Context: an optimization exercise on an open-source flow, tuned for small area. The choices shown serve that exercise and are no tape-out recipe.
The RTL was checked by simulation tests, not by an equivalence proof against the original design.
The flow treats the clock pin as an ideal source. Dropping or thinning the clock tree relies on that and would not hold on a real chip.
Power figures rest on the tool's default switching activity, not on a simulated workload.

P:
## Signal_generator
module Signal_generator(CLOCK_50, rst, data, signal);
input CLOCK_50;
input rst;
input [7:0] data;
output [15:0] signal;
reg [3:0] bit_ctl;
reg [7:0] nb_count;
reg [15:0] signal;
reg [7:0] sinAddr;
wire n0;
wire n1;
wire n2;
wire n3;
wire n4;
wire n5;
wire n6;
wire n7;
wire n8;
wire n9;
wire n10;
wire n11;
wire n12;
wire n13;
wire n14;
wire n15;
wire n16;
wire n17;
wire n18;
wire n19;
wire n20;
wire n21;
wire n22;
wire n23;
wire n24;
wire n25;
wire n26;
wire n27;
wire n28;
wire n29;
wire n30;
wire n31;
wire n32;
wire n33;
wire n34;
wire n35;
wire n36;
wire n37;
wire n38;
wire n39;
wire n40;
wire n41;
wire n42;
wire n43;
wire n44;
wire n45;
wire n46;
wire n47;
wire n48;
wire n49;
wire n50;
wire n51;
wire n52;
wire n53;
wire n54;
wire n55;
wire n56;
wire n57;
wire n58;
wire n59;
wire n60;
wire n61;
wire n62;
wire n63;
wire n64;
wire n65;
wire n66;
wire n67;
wire n68;
wire n69;
wire n70;
wire n71;
wire n72;
wire n73;
wire n74;
wire n75;
wire n76;
wire n77;
wire n78;
wire n79;
wire n80;
wire n81;
wire n82;
wire n83;
wire n84;
wire n85;
wire n86;
wire n87;
wire n88;
wire n89;
wire n90;
wire n91;
wire n92;
wire n93;
wire n94;
wire n95;
wire n96;
wire n97;
wire n98;
wire n99;
wire n100;
wire n101;
wire n102;
wire n103;
wire n104;
wire n105;
wire n106;
wire n107;
wire n108;
wire n109;
wire n110;
wire n111;
wire n112;
wire n113;
wire n114;
wire n115;
wire n116;
wire n117;
wire n118;
wire n119;
wire n120;
wire n121;
wire n122;
wire n123;
wire n124;
wire n125;
wire n126;
wire n127;
wire n128;
wire n129;
wire n130;
wire n131;
wire n132;
wire n133;
wire n134;
wire n135;
wire n136;
wire n137;
wire n138;
wire n139;
wire n140;
wire n141;
wire n142;
wire n143;
wire n144;
wire n145;
wire n146;
wire n147;
wire n148;
wire n149;
wire n150;
wire n151;
wire n152;
wire n153;
wire n154;
wire n155;
wire n156;
wire n157;
wire n158;
wire n159;
wire n160;
wire n161;
wire n162;
wire n163;
wire n164;
wire n165;
wire n166;
wire n167;
wire n168;
wire n169;
wire n170;
wire n171;
wire n172;
wire n173;
wire n174;
wire n175;
wire n176;
wire n177;
wire n178;
wire n179;
wire n180;
wire n181;
wire n182;
wire n183;
wire n184;
wire n185;
wire n186;
wire n187;
  ...
clock: 5.0 ns
lec_check: 0
abc_area: 1
cap_margin: 20
core_margin: 2
core_utilization: 65
gpl_timing_driven: 0
place_density: 0.75
slew_margin: 20
standard.sh (not shown) runs the stock make flow with config.mk's settings and CLKGATE_MAP_FILE= SYNTH_SCRIPT=/design/flow/synth_recipe.tcl, a recipe that flattens the netlist after the stock synthesis.
==> flow/flow/run.sh <==
#!/bin/bash
# Own flow: the standard flow (standard.sh), with these changes:
#  - synthesis is ORFS's synthesis (synth_recipe.tcl) with a deepsyn-based ABC
#    script (flow/abc_nf.script or flow/abc_amap.script) in place of ORFS's
#    area script, and no adder extraction. It is run for several deepsyn seeds
#    with each script, and the smallest netlist whose pre-layout setup slack
#    is at least MIN_WNS is kept;
#  - the port buffers are sky130_fd_sc_hd__buf_1;
#  - clock distribution is one level of clock buffers, each driving a group
#    of registers (flow/clock_buffer.tcl, run in place of TritonCTS in ORFS's
#    cts step).
# Each tool's output goes to a log file of its own in this folder.
set -euo pipefail
W=$PWD
export PLATFORM_DIR="$FLOW_HOME/platforms/sky130hd"
SEEDS="$(seq 1 16)"
SCRIPTS="nf amap"
MIN_WNS=1.0e-9
JOBS=${NUM_CORES:-8}

synth_candidate() {  # $1 = script, $2 = seed
  local C="$W/cand/$1_s$2"
  rm -rf "$C"; mkdir -p "$C"
  cp -r "$FLOW_HOME/scripts" "$C/scripts_mod"
  sed "s/@SEED@/$2/" "$W/flow/abc_$1.script" > "$C/scripts_mod/abc_area.script"
  bash standard.sh WORK_HOME="$C/orfs" SCRIPTS_DIR="$C/scripts_mod" ADDER_MAP_FILE= NUM_CORES=1 synth > "$W/synth_$1_s$2.log" 2>&1 || true
}

mkdir -p "$W/cand"
running=0
for sc in $SCRIPTS; do
  for s in $SEEDS; do
    if (( running >= JOBS )); then wait -n || true; running=$((running - 1)); fi
    running=$((running + 1))
    synth_candidate "$sc" "$s" &
  done
done
wait

best=""; best_area=""
for sc in $SCRIPTS; do
  for s in $SEEDS; do
    C="$W/cand/${sc}_s$s"
    NET="$C/orfs/results/sky130hd/Signal_generator/base/1_2_yosys.v"
    [[ -f "$NET" ]] || continue
    area=$(grep -o "Chip area for module[^:]*: [0-9.]*" "$C/orfs/reports/sky130hd/Signal_generator/base/synth_stat.txt" | awk '{print $NF}' | head -1)
    CAND_NETLIST="$NET" openroad -no_init -exit "$W/flow/sta.tcl" > "$W/sta_${sc}_s$s.log" 2>&1 || true
    wns=$(grep "^CAND_WNS" "$W/sta_${sc}_s$s.log" | awk '{print $2}')
    echo "$sc seed $s area $area wns $wns" >> "$W/candidates.log"
    [[ -n "$area" && -n "$wns" ]] || continue
    if python3 -c "import sys; sys.exit(0 if float('$wns') >= $MIN_WNS else 1)"; then
      if [[ -z "$best" ]] || python3 -c "import sys; sys.exit(0 if float('$area') < float('$best_area') else 1)"; then
        best="$sc $s"; best_area=$area
      fi
    fi
  done
done
[[ -n "$best" ]] || best="nf 1"
set -- $best
echo "chosen $1 seed $2 area $best_area" >> "$W/candidates.log"
for d in "$W"/cand/*; do rm -rf "$d/scripts_mod" "$d/orfs/results" "$d/orfs/objects"; done

rm -rf "$W/scripts_mod"
cp -r "$FLOW_HOME/scripts" "$W/scripts_mod"
sed "s/@SEED@/$2/" "$W/flow/abc_$1.script" > "$W/scripts_mod/abc_area.script"
bash standard.sh SCRIPTS_DIR="$W/scripts_mod" ADDER_MAP_FILE= synth > "$W/synth.log" 2>&1

PORTBUF="-buffer_cell sky130_fd_sc_hd__buf_1"
export CLOCK_SLEW_TARGET_PS=105
bash standard.sh BUFFER_PORTS_ARGS="$PORTBUF" place > "$W/place.log" 2>&1
rm -rf "$W/scripts_cts"
cp -r "$FLOW_HOME/scripts" "$W/scripts_cts"
sed -i "s#^log_cmd clock_tree_synthesis .*#source $W/flow/clock_buffer.tcl#" "$W/scripts_cts/cts.tcl"
grep -q "flow/clock_buffer.tcl" "$W/scripts_cts/cts.tcl"
bash standard.sh BUFFER_PORTS_ARGS="$PORTBUF" SCRIPTS_DIR="$W/scripts_cts" cts > "$W/cts.log" 2>&1
bash standard.sh BUFFER_PORTS_ARGS="$PORTBUF" > "$W/layout.log" 2>&1
==> flow/flow/clock_buffer.tcl <==
# Clock distribution in place of TritonCTS. The register clock pins are split
# into groups by position (bisection along x, then y); one clock buffer, placed
# at its group's centroid, drives each group, and the clock port drives only
# these buffers. The configurations in CLOCK_BUFFER_CONFIGS ({cell groups}
# pairs, smallest area first) are tried in turn, and the first one whose
# clock-pin slews, estimated from the placement, are all at most
# CLOCK_SLEW_TARGET_PS is kept (else the last one).
set block [ord::get_db_block]
set db [ord::get_db]
set clk_port [lindex [get_property [lindex [all_clocks] 0] sources] 0]
set clk_net [$block findNet [get_full_name $clk_port]]
set configs {{sky130_fd_sc_hd__clkbuf_16 1} {sky130_fd_sc_hd__clkbuf_8 3} {sky130_fd_sc_hd__clkbuf_16 2} {sky130_fd_sc_hd__clkbuf_16 3}}
if {[info exists ::env(CLOCK_BUFFER_CONFIGS)]} { set configs $::env(CLOCK_BUFFER_CONFIGS) }
set slew_target 105
if {[info exists ::env(CLOCK_SLEW_TARGET_PS)]} { set slew_target $::env(CLOCK_SLEW_TARGET_PS) }

# sinks as {iterm x y}
set sinks {}
foreach it [$clk_net getITerms] {
  set box [[$it getInst] getBBox]
  lappend sinks [list $it [expr {([$box xMin] + [$box xMax]) / 2}] [expr {([$box yMin] + [$box yMax]) / 2}]]
}
set sink_pins {}
foreach s $sinks {
  set it [lindex $s 0]
  lappend sink_pins "[[$it getInst] getName]/[[$it getMTerm] getName]"
}

# split a list of sinks into n groups: bisect along x at depth 0, y at depth 1, ...
proc split_sinks {sinks n depth} {
  if {$n <= 1} { return [list $sinks] }
  set idx [expr {$depth % 2 == 0 ? 1 : 2}]
  set sorted [lsort -integer -index $idx $sinks]
  set n1 [expr {$n / 2}]
  set cut [expr {[llength $sorted] * $n1 / $n}]
  set a [lrange $sorted 0 [expr {$cut - 1}]]
  set b [lrange $sorted $cut end]
  return [concat [split_sinks $a $n1 [expr {$depth + 1}]] [split_sinks $b [expr {$n - $n1}] [expr {$depth + 1}]]]
}

proc insert_clock_buffers {cell ngroups} {
  global block db clk_net sinks
  set master [$db findMaster $cell]
  set made {}
  set g 0
  foreach group [split_sinks $sinks $ngroups 0] {
    set n [llength $group]
    if {$n == 0} { continue }
    set sx 0
    set sy 0
    foreach s $group {
      set sx [expr {$sx + [lindex $s 1]}]
      set sy [expr {$sy + [lindex $s 2]}]
    }
    set name [$clk_net getName]
    set buf [odb::dbInst_create $block $master clkbuf_${g}_$name]
    set net [odb::dbNet_create $block clknet_${g}_$name]
    $net setSigType CLOCK
    foreach s $group {
      set it [lindex $s 0]
      $it disconnect
      $it connect $net
    }
    [$buf findITerm A] connect $clk_net
    [$buf findITerm X] connect $net
    $buf setLocation [expr {$sx / $n}] [expr {$sy / $n}]
    $buf setPlacementStatus PLACED
    lappend made [list $buf $net]
    incr g
  }
  return $made
}

proc remove_clock_buffers {made} {
  global clk_net sinks
  foreach s $sinks {
    set it [lindex $s 0]
    $it disconnect
    $it connect $clk_net
  }
  foreach m $made {
    odb::dbInst_destroy [lindex $m 0]
    odb::dbNet_destroy [lindex $m 1]
  }
}

set_propagated_clock [all_clocks]
set last [lindex $configs end]
foreach cfg $configs {
  lassign $cfg cell ngroups
  set made [insert_clock_buffers $cell $ngroups]
  global_connect
  estimate_parasitics -placement
  set worst 0
  foreach p $sink_pins {
    foreach edge {rise fall} {
      set s [expr {[sta::time_ui_sta [get_property [get_pins $p] slew_max_$edge]] * 1e12}]
      set worst [expr {max($worst, $s)}]
    }
  }
  puts "clock_buffer: $ngroups x $cell, estimated worst clock-pin slew [format %.1f $worst] ps"
  if {$worst <= $slew_target || $cfg eq $last} { break }
  remove_clock_buffers $made
}
puts "clock_buffer: kept $ngroups x $cell"
Other scripts of this flow, unchanged in this note and not shown: flow/flow/abc_amap.script, flow/flow/abc_nf.script, flow/flow/sta.tcl
[inputs] Q vs P
--- a/flow/flow/run.sh
+++ b/flow/flow/run.sh
@@ -14,5 +14,5 @@
 W=$PWD
 export PLATFORM_DIR="$FLOW_HOME/platforms/sky130hd"
-SEEDS="$(seq 1 16)"
+SEEDS="$(seq 1 24)"
 SCRIPTS="nf amap"
 MIN_WNS=1.0e-9
--- a/flow/flow/clock_buffer.tcl
+++ b/flow/flow/clock_buffer.tcl
@@ -10,5 +10,5 @@
 set clk_port [lindex [get_property [lindex [all_clocks] 0] sources] 0]
 set clk_net [$block findNet [get_full_name $clk_port]]
-set configs {{sky130_fd_sc_hd__clkbuf_16 1} {sky130_fd_sc_hd__clkbuf_8 3} {sky130_fd_sc_hd__clkbuf_16 2} {sky130_fd_sc_hd__clkbuf_16 3}}
+set configs {{sky130_fd_sc_hd__clkbuf_16 1} {sky130_fd_sc_hd__clkbuf_8 2} {sky130_fd_sc_hd__clkbuf_8 3} {sky130_fd_sc_hd__clkbuf_16 2} {sky130_fd_sc_hd__clkbuf_16 3}}
 if {[info exists ::env(CLOCK_BUFFER_CONFIGS)]} { set configs $::env(CLOCK_BUFFER_CONFIGS) }
 set slew_target 105
Notes after the runs:
In summary, Q completed successfully, with a layout that passed the timing, DRC and antenna checks.
P: done, clean on timing, DRC and antenna
Clock group share of total power: Q vs P down 0.2 points
Per the comparison of Q with P, post-detailed-routing wire length neither gained nor lost much; clock skew neither gained nor lost much; routed wire length on met3 lost about 5.4%; utilization lost 0.30 points.
No run of this note takes its clock network from TritonCTS; it comes from the design's own scripts or RTL.

[what the ideal ports hide]
The results above use ideal ports. As a check the final layouts listed here were re-extracted and re-timed, cells and wires unchanged.
Step 1: set_driving_cell puts a clkbuf_16 on CLOCK_50 and a buf_2 on each other input, an assumption about the parent block.
Step 2 times the ports against the registers' clock, not the clock port: input delays grow and output delays shrink by t, the midpoint of the rising clock arrivals with the driver on.
Three values: ideal, step 1, step 2; two values: the first two.
run | shift t [ns] | slack for setup (ns) | clock arrival spread, ns | worst register clock-pin slew, ns | pins driven straight from the clock port
P | 0.184 | 0.219 / 0.237 / 0.053 | 0.024 / 0.023 | 0.10 / 0.10 | 3
Q | 0.191 | 0.235 / 0.235 / 0.109 | 0.021 / 0.021 | 0.10 / 0.10 | 3
After both steps every run listed still meets setup and hold. For P, which loses most, drivers alone change the setup slack by +0.018 ns; drivers and shift together by -0.166 ns.
